This design comes from an exercise in tuning for small area on the open sky130 flow, not from production work.
In this exercise RTL edits were held to simulation tests only and were not proved equivalent to the original.
Power and IR drop assume default switching activity.

==> inputs of run P <==
Design lightcube8_top, start of the top module:
module lightcube8_top #(parameter FRAME_GEN_CLK_DIV = 14, parameter SCAN_CLK_DIV = 14)
(
    input wire clk,
    input wire resetn,
    input wire [15:0] switch,
    output wire [15:0] led,
    output wire [7 :0] num_csn,
    output wire [6 :0] num_a_g,
    input wire rx,
    output wire tx,
    output wire [7:0] high_csn,
    output wire [7:0] row,
    output wire [7:0] row_cs
);
    wire rst = ~resetn;
    assign led = switch;
    assign tx  = 1'b1;
    wire sel_uart   = switch[15:14] == 2'b11;
    wire sel_gen    = switch[15:14] == 2'b10;
    wire sel_static = ~switch[15];
    reg rx_delay;
    always @(posedge clk) rx_delay <= rst ? 1'b1 : rx;
    wire rx_neg_edge = ~rx & rx_delay;
    wire byte_valid;
    reg  rx_en;
    always @(posedge clk) begin
        if (rst)        rx_en <= 1'b0;
        else if (rx_en) rx_en <= ~byte_valid;
        else            rx_en <= rx_neg_edge;
    end
    reg [9:0] bcount;
    reg       flag_start_bit;
    wire sample1 = flag_start_bit && bcount == 10'b0100000010;
    wire sample2 = bcount == 10'b1011001100;
    always @(posedge clk) begin
        if (rx_en) begin
            if (sample1) begin
                bcount <= 0;
                flag_start_bit <= 1'b0;
            end else if (sample2) begin
                bcount <= 0;
            end else begin
                bcount <= {bcount[8:0], ~(bcount[9] ^ bcount[6])};
            end
        end else begin
            bcount <= 0;
            flag_start_bit <= 1'b1;
        end
    end
    wire rx_valid = sample1 | sample2;
    reg [3:0] rx_cnt;
    assign byte_valid = rx_valid && rx_cnt == 4'd9;
    always @(posedge clk)
        rx_cnt <= rst | byte_valid ? 4'd0 : rx_cnt_inc;
    wire [3:0] rx_cnt_inc;
    lc_inc #(4) rx_cnt_adder (.a(rx_cnt), .ci(rx_valid), .s(rx_cnt_inc));
    wire flag_data = rx_cnt != 4'd0 && rx_cnt != 4'd9;
    reg pbit;
    always @(posedge clk) if (rx_valid & flag_data) pbit <= rx;
    wire       have_bit = (rx_cnt >= 4'd2) && (rx_cnt <= 4'd9);
    wire [2:0] bit_idx  = rx_cnt[2:0] - 3'd2;
    reg [5:0] bc1;
    always @(posedge clk)
  ...
export LEC_CHECK = 0
export CAP_MARGIN = 40
export CORE_MARGIN = 2
export CORE_UTILIZATION = 60
export SLEW_MARGIN = 40
export SYNTH_MEMORY_MAX_BITS = 8192
create_clock -name core_clock -period 10.0 [get_ports {clk}]
standard.sh (not shown) runs the stock make flow with config.mk's settings and CLKGATE_MAP_FILE= SYNTH_SCRIPT=/design/flow/synth_recipe.tcl, a recipe that flattens the netlist after the stock synthesis.
==> flow/flow/run.sh <==
#!/bin/bash
# Standard layout, with clock-tree synthesis told not to add dummy loads and
# the port buffers made of the smallest buffer cell.
set -euo pipefail
export CTS_ARGS="-sink_clustering_enable -repair_clock_nets -dont_use_dummy_load -buf_list sky130_fd_sc_hd__clkbuf_16 -sink_clustering_size 30 -sink_clustering_max_diameter 50"
export BUFFER_PORTS_ARGS="-buffer_cell sky130_fd_sc_hd__buf_1"
bash standard.sh > standard_flow.log 2>&1
==> run B (differences from run P) <==
==> flow/run.sh (new file) <==
#!/bin/bash
# synth_recipe.tcl (not shown) runs the flow's synth.tcl, then flattens the netlist and writes it again
# the make line also repeats each setting of config.mk as NAME=value (left out here)
make -C /OpenROAD-flow-scripts/flow DESIGN_CONFIG=/design/flow/config.mk WORK_HOME=/design/flow/orfs CLKGATE_MAP_FILE= SYNTH_SCRIPT=/design/flow/synth_recipe.tcl finish
- CTS_BUF_LIST: not set -> sky130_fd_sc_hd__clkbuf_8
- CTS_CLUSTER_DIAMETER: not set -> 60
- CTS_CLUSTER_SIZE: not set -> 20
removed: flow/flow/run.sh
removed: flow/standard.sh
==> run R (differences from run P) <==
==> flow/design.v (replaced) <==
module lightcube8_top #(parameter FRAME_GEN_CLK_DIV = 14, parameter SCAN_CLK_DIV = 14)
(
    input wire clk,
    input wire resetn,
    input wire [15:0] switch,
    output wire [15:0] led,
    output wire [7 :0] num_csn,
    output wire [6 :0] num_a_g,
    input wire rx,
    output wire tx,
    output wire [7:0] high_csn,
    output wire [7:0] row,
    output wire [7:0] row_cs
);
    wire rst = ~resetn;
    assign led = switch;
    assign tx  = 1'b1;
    wire sel_uart   = switch[15:14] == 2'b11;
    wire sel_gen    = switch[15:14] == 2'b10;
    wire sel_static = ~switch[15];
    reg rx_delay;
    always @(posedge clk) rx_delay <= rst ? 1'b1 : rx;
    wire rx_neg_edge = ~rx & rx_delay;
    wire byte_valid;
    reg  rx_en;
    always @(posedge clk) begin
        if (rst)        rx_en <= 1'b0;
        else if (rx_en) rx_en <= ~byte_valid;
        else            rx_en <= rx_neg_edge;
    end
    reg [9:0] bcount;
    reg       flag_start_bit;
    wire sample1 = flag_start_bit && bcount == 10'b0100000010;
    wire sample2 = bcount == 10'b1011001100;
    always @(posedge clk) begin
        if (rx_en) begin
            if (sample1) begin
                bcount <= 0;
                flag_start_bit <= 1'b0;
            end else if (sample2) begin
                bcount <= 0;
            end else begin
                bcount <= {bcount[8:0], ~(bcount[9] ^ bcount[6])};
            end
        end else begin
            bcount <= 0;
            flag_start_bit <= 1'b1;
        end
    end
    wire rx_valid = sample1 | sample2;
    reg [3:0] rx_cnt;
    assign byte_valid = rx_valid && rx_cnt == 4'd9;
    always @(posedge clk)
        rx_cnt <= rst | byte_valid ? 4'd0 :
                  rx_valid         ? rx_cnt + 1'b1 : rx_cnt;
    wire flag_data = rx_cnt != 4'd0 && rx_cnt != 4'd9;
    reg pbit;
    always @(posedge clk) if (rx_valid & flag_data) pbit <= rx;
    wire       have_bit = (rx_cnt >= 4'd2) && (rx_cnt <= 4'd9);
    wire [2:0] bit_idx  = rx_cnt[2:0] - 3'd2;
    reg [5:0] bc1;
    always @(posedge clk)
        bc1 <= rst        ? 6'd63 :
               byte_valid ? bc1 + 1'b1 : bc1;
    reg fv_uart;
    always @(posedge clk)
        fv_uart <= rst ? 1'b0 : ~fv_uart & byte_valid & (bc1 == 6'd62);
    reg [3:0] speed_cnt;
    wire speed_ctrl = speed_cnt == switch[3:0];
    always @(posedge clk)
        speed_cnt <= rst | ~sel_gen | speed_ctrl ? 4'd0 : speed_cnt + 1'b1;
    reg [13:0] gcnt;
    wire gfb = gcnt[13] ^ gcnt[12] ^ gcnt[11] ^ gcnt[1] ^ (gcnt[12:0] == 13'd0);
    always @(posedge clk)
        gcnt <= rst | ~sel_gen ? 14'd0 :
                speed_ctrl     ? {gcnt[12:0], gfb} : gcnt;
    wire fv_gen = sel_gen & (gcnt == 0) & (speed_cnt == 4'd0);
    reg [5:0] grow;
    always @(posedge clk)
        if (rst)         grow <= 6'd0;
        else if (fv_gen) grow <= grow + 1'b1;
    wire take = sel_uart & fv_uart;
    reg sync;
    always @(posedge clk) sync <= take | fv_gen;
    reg [31:0] frame_cnt;
    always @(posedge clk)
        if (rst)                    frame_cnt <= 32'd0;
        else if (fv_uart | fv_gen)  frame_cnt <= frame_cnt + 1'b1;
    reg       tag_uart, tag_anim, ptr;
    reg [5:0] pat;
    always @(posedge clk) begin
        if (sel_static) begin
            tag_uart <= 1'b0;
            tag_anim <= 1'b0;
            pat      <= {2'b00, switch[3:0]};
        end else if (take) begin
            tag_uart <= 1'b1;
            tag_anim <= 1'b0;
            ptr      <= ~ptr;
        end else if (fv_gen) begin
            tag_uart <= 1'b0;
            tag_anim <= 1'b1;
            pat      <= grow;
        end
    end
    reg [7:0] dlo;
    reg [5:0] srow;
    wire dz    = dlo[6:0] == 7'd0;
    wire dlast = dlo[7] & dz;
    wire dfb   = dlo[7] ^ dlo[5] ^ dlo[4] ^ dlo[3] ^ dz;
    always @(posedge clk) begin
        dlo  <= rst | sync ? 8'd0 : {dlo[6:0], dfb};
        srow <= rst | sync ? 6'd0 : srow + dlast;
    end
    wire scan_step = ~(rst | sync) & dlast;
    assign high_csn = ~(8'd1 << srow[5:3]);
    assign row_cs   =  (8'd1 << srow[2:0]);
    reg [5:0] phi;
    always @(posedge clk) phi <= (phi == 6'd62) ? 6'd0 : phi + 1'b1;
    wire wbank   = ~ptr;
    wire slot_in = have_bit & (phi == bc1);
    wire r0_in   = have_bit & (bc1 == 6'd63);
    wire refresh = phi == srow;
    wire load_cur = scan_step & (srow != 6'd63);
    wire [7:0] r0_0, r0_1, cur_0, cur_1;
    lc_bank bank0 (
        .clk(clk), .we(wbank == 1'b0), .slot_in(slot_in), .r0_in(r0_in),
        .bit_idx(bit_idx), .pbit(pbit), .refresh(refresh), .load_cur(load_cur),
        .r0(r0_0), .cur(cur_0)
    );
    lc_bank bank1 (
        .clk(clk), .we(wbank == 1'b1), .slot_in(slot_in), .r0_in(r0_in),
        .bit_idx(bit_idx), .pbit(pbit), .refresh(refresh), .load_cur(load_cur),
        .r0(r0_1), .cur(cur_1)
    );
    wire [7:0] uart_row = (srow == 6'd0) ? (ptr ? r0_1 : r0_0) : (ptr ? cur_1 : cur_0);
    reg [7:0] static_row;
    always @(*) begin
        static_row = 8'h00;
        case (pat[3:0])
            4'h0: static_row = 8'hff;
            4'h1, 4'h2, 4'h3, 4'h4, 4'h5, 4'h6, 4'h7, 4'h8:
                  static_row = (srow[5:3] == pat[2:0] - 3'd1) ? 8'hff : 8'h00;
            4'h9: static_row = (srow == 6'd0) ? 8'hff : 8'h00;
            4'ha: static_row = (srow == 6'd1) ? 8'hff : 8'h00;
            4'hb: static_row = (srow == 6'd2) ? 8'hff : 8'h00;
            4'hc: static_row = (srow[5:3] == 3'd0) ? 8'h01 : 8'h00;
            4'hd: static_row = (srow[5:3] == 3'd1) ? 8'h01 : 8'h00;
            4'he: static_row = (srow[5:3] == 3'd2) ? 8'h01 : 8'h00;
            4'hf: begin
                if (srow[5:3] == 3'd0 || srow[5:3] == 3'd7)
                    static_row = (srow[2:0] == 3'd0 || srow[2:0] == 3'd7) ? 8'hff : 8'h81;
                else
                    static_row = (srow[2:0] == 3'd0 || srow[2:0] == 3'd7) ? 8'h81 : 8'h00;
            end
        endcase
    end
    wire [7:0] anim_row = (srow == pat) ? 8'hff : 8'h00;
    assign row = tag_uart ? uart_row : tag_anim ? anim_row : static_row;
    reg [16:0] clo;
    reg [2:0]  digit;
    wire cz    = clo[15:0] == 16'd0;
    wire cfb   = clo[16] ^ clo[13] ^ cz;
    always @(posedge clk) begin
        clo   <= rst ? 17'd0 : {clo[15:0], cfb};
        digit <= rst ? 3'd0  : digit + (clo[16] & cz);
    end
    reg [3:0] scan_data;
    reg [2:0] csel;
    reg       csv;
    reg [3:0] sd2;
    always @(posedge clk) begin
        if (rst) begin
            scan_data <= 4'd0;
            csv       <= 1'b0;
        end else begin
            case (digit)
                3'd0: scan_data <= frame_cnt[31:28];
                3'd1: scan_data <= frame_cnt[27:24];
                3'd2: scan_data <= frame_cnt[23:20];
                3'd3: scan_data <= frame_cnt[19:16];
                3'd4: scan_data <= frame_cnt[15:12];
                3'd5: scan_data <= frame_cnt[11: 8];
                3'd6: scan_data <= frame_cnt[7 : 4];
                3'd7: scan_data <= frame_cnt[3 : 0];
            endcase
            csv <= 1'b1;
        end
        csel <= digit;
        sd2  <= rst ? 4'd8 : scan_data;
    end
    assign num_csn = csv ? ~(8'h80 >> csel) : 8'hff;
    reg [6:0] seg;
    always @(*) begin
        case (sd2)
            4'd0 : seg = 7'b0000001;
            4'd1 : seg = 7'b1001111;
            4'd2 : seg = 7'b0010010;
            4'd3 : seg = 7'b0000110;
            4'd4 : seg = 7'b1001100;
            4'd5 : seg = 7'b0100100;
            4'd6 : seg = 7'b0100000;
            4'd7 : seg = 7'b0001111;
            4'd8 : seg = 7'b0000000;
            4'd9 : seg = 7'b0000100;
            4'd10: seg = 7'b0001000;
            4'd11: seg = 7'b1100000;
            4'd12: seg = 7'b0110001;
            4'd13: seg = 7'b1000010;
            4'd14: seg = 7'b0110000;
            default: seg = 7'b0111000;
        endcase
    end
    assign num_a_g = seg;
endmodule
module lc_bank (
    input  wire       clk,
    input  wire       we,         
    input  wire       slot_in,    
    input  wire       r0_in,      
    input  wire [2:0] bit_idx,
    input  wire       pbit,
    input  wire       refresh,    
    input  wire       load_cur,   
    output reg  [7:0] r0,
    output reg  [7:0] cur
);
    reg  [7:0] nxt;
    wire [7:0] head;
    wire [7:0] sel;
    genvar j;
    generate
        for (j = 0; j < 8; j = j + 1) begin : col
            reg [62:0] rg;
            assign sel[j]  = we & (bit_idx == j);
            assign head[j] = (sel[j] & slot_in) ? pbit : rg[0];
            always @(posedge clk) rg <= {head[j], rg[62:1]};
        end
    endgenerate
    always @(posedge clk) begin
        r0 <= (sel & {8{r0_in}}) & {8{pbit}} | ~(sel & {8{r0_in}}) & r0;
        if (refresh)  nxt <= head;
        if (load_cur) cur <= nxt;
    end
endmodule
==> flow/run.sh (new file) <==
#!/bin/bash
# synth_recipe.tcl (not shown) runs the flow's synth.tcl, then flattens the netlist and writes it again
# the make line also repeats each setting of config.mk as NAME=value (left out here)
make -C /OpenROAD-flow-scripts/flow DESIGN_CONFIG=/design/flow/config.mk WORK_HOME=/design/flow/orfs CLKGATE_MAP_FILE= SYNTH_SCRIPT=/design/flow/synth_recipe.tcl finish
- CTS_BUF_LIST: not set -> sky130_fd_sc_hd__clkbuf_8
- CTS_CLUSTER_DIAMETER: not set -> 60
- CTS_CLUSTER_SIZE: not set -> 20
removed: flow/flow/run.sh
removed: flow/standard.sh
==> comparison table <==
| metric | run R | run P | run B |
|---|---|---|---|
| Highest Signal Layer | met5 | met4 | met4 |
| Post-layout worst setup margin | 4.69 ns | 1.87 ns | 1.65 ns |
| Number of global-route vias before repair | 12,600 | 11,600 | 11,800 |
| Non-clock buffering overhead | 1.83% | 0.745% | 1.85% |
| Slew of the pin with the lowest slew margin | 0.747 ns | 0.760 ns | 0.753 ns |
| Multi-input gate area | 4420 um2 | 4070 um2 | 4070 um2 |
| Hold Startpoint | bank1.col[1].rg[36]$_DFF_P_ | bank0.col[7].rg[3]$_DFF_P_ | bank1.col[2].rg[55]$_DFF_P_ |
| Outcome | no timing/DRC/antenna violations | no timing/DRC/antenna violations | no timing/DRC/antenna violations |
| Vias | 12,800 | 11,700 | 11,800 |
| Sequential cell area share | 77.7% | 78.3% | 78.6% |
| Number of ordinary inverters in the final layout | 30 | 26 | 26 |
| Switching power | 1.39 mW | 1.38 mW | 1.39 mW |
| Final std cell area, no fill | 31,700 um2 | 31,400 um2 | 31,300 um2 |

==> separate check: timing with driven ports <==
No port has a modelled driver above. Below, the same layouts with a new extraction and two added sets of constraints. Step 1: set_driving_cell puts a clkbuf_16 on clk and a buf_2 on each other input, an assumption about the parent block. Step 2, shift: input delay + t, output delay - t, t = (earliest + latest rising clock arrival at the registers) / 2. This alone moves slack from input paths to output paths. a / b / c = no drivers / after step 1 / after step 2; a / b = the first two.
run | t (ns) | slack for setup (ns) | worst register clock-pin slew, ns | cell pins on the clock port's net
run P | 0.626 | 1.875 / 1.911 / 1.285 | 0.10 / 0.10 | 1
run B | 0.719 | 1.648 / 1.675 / 0.956 | 0.12 / 0.12 | 1
run R | 0.718 | 4.690 / 4.659 / 4.659 | 0.12 / 0.12 | 1
After both steps every run listed still meets setup and hold. For run B, which loses most, drivers alone change the setup slack by +0.027 ns; drivers and shift together by -0.692 ns.
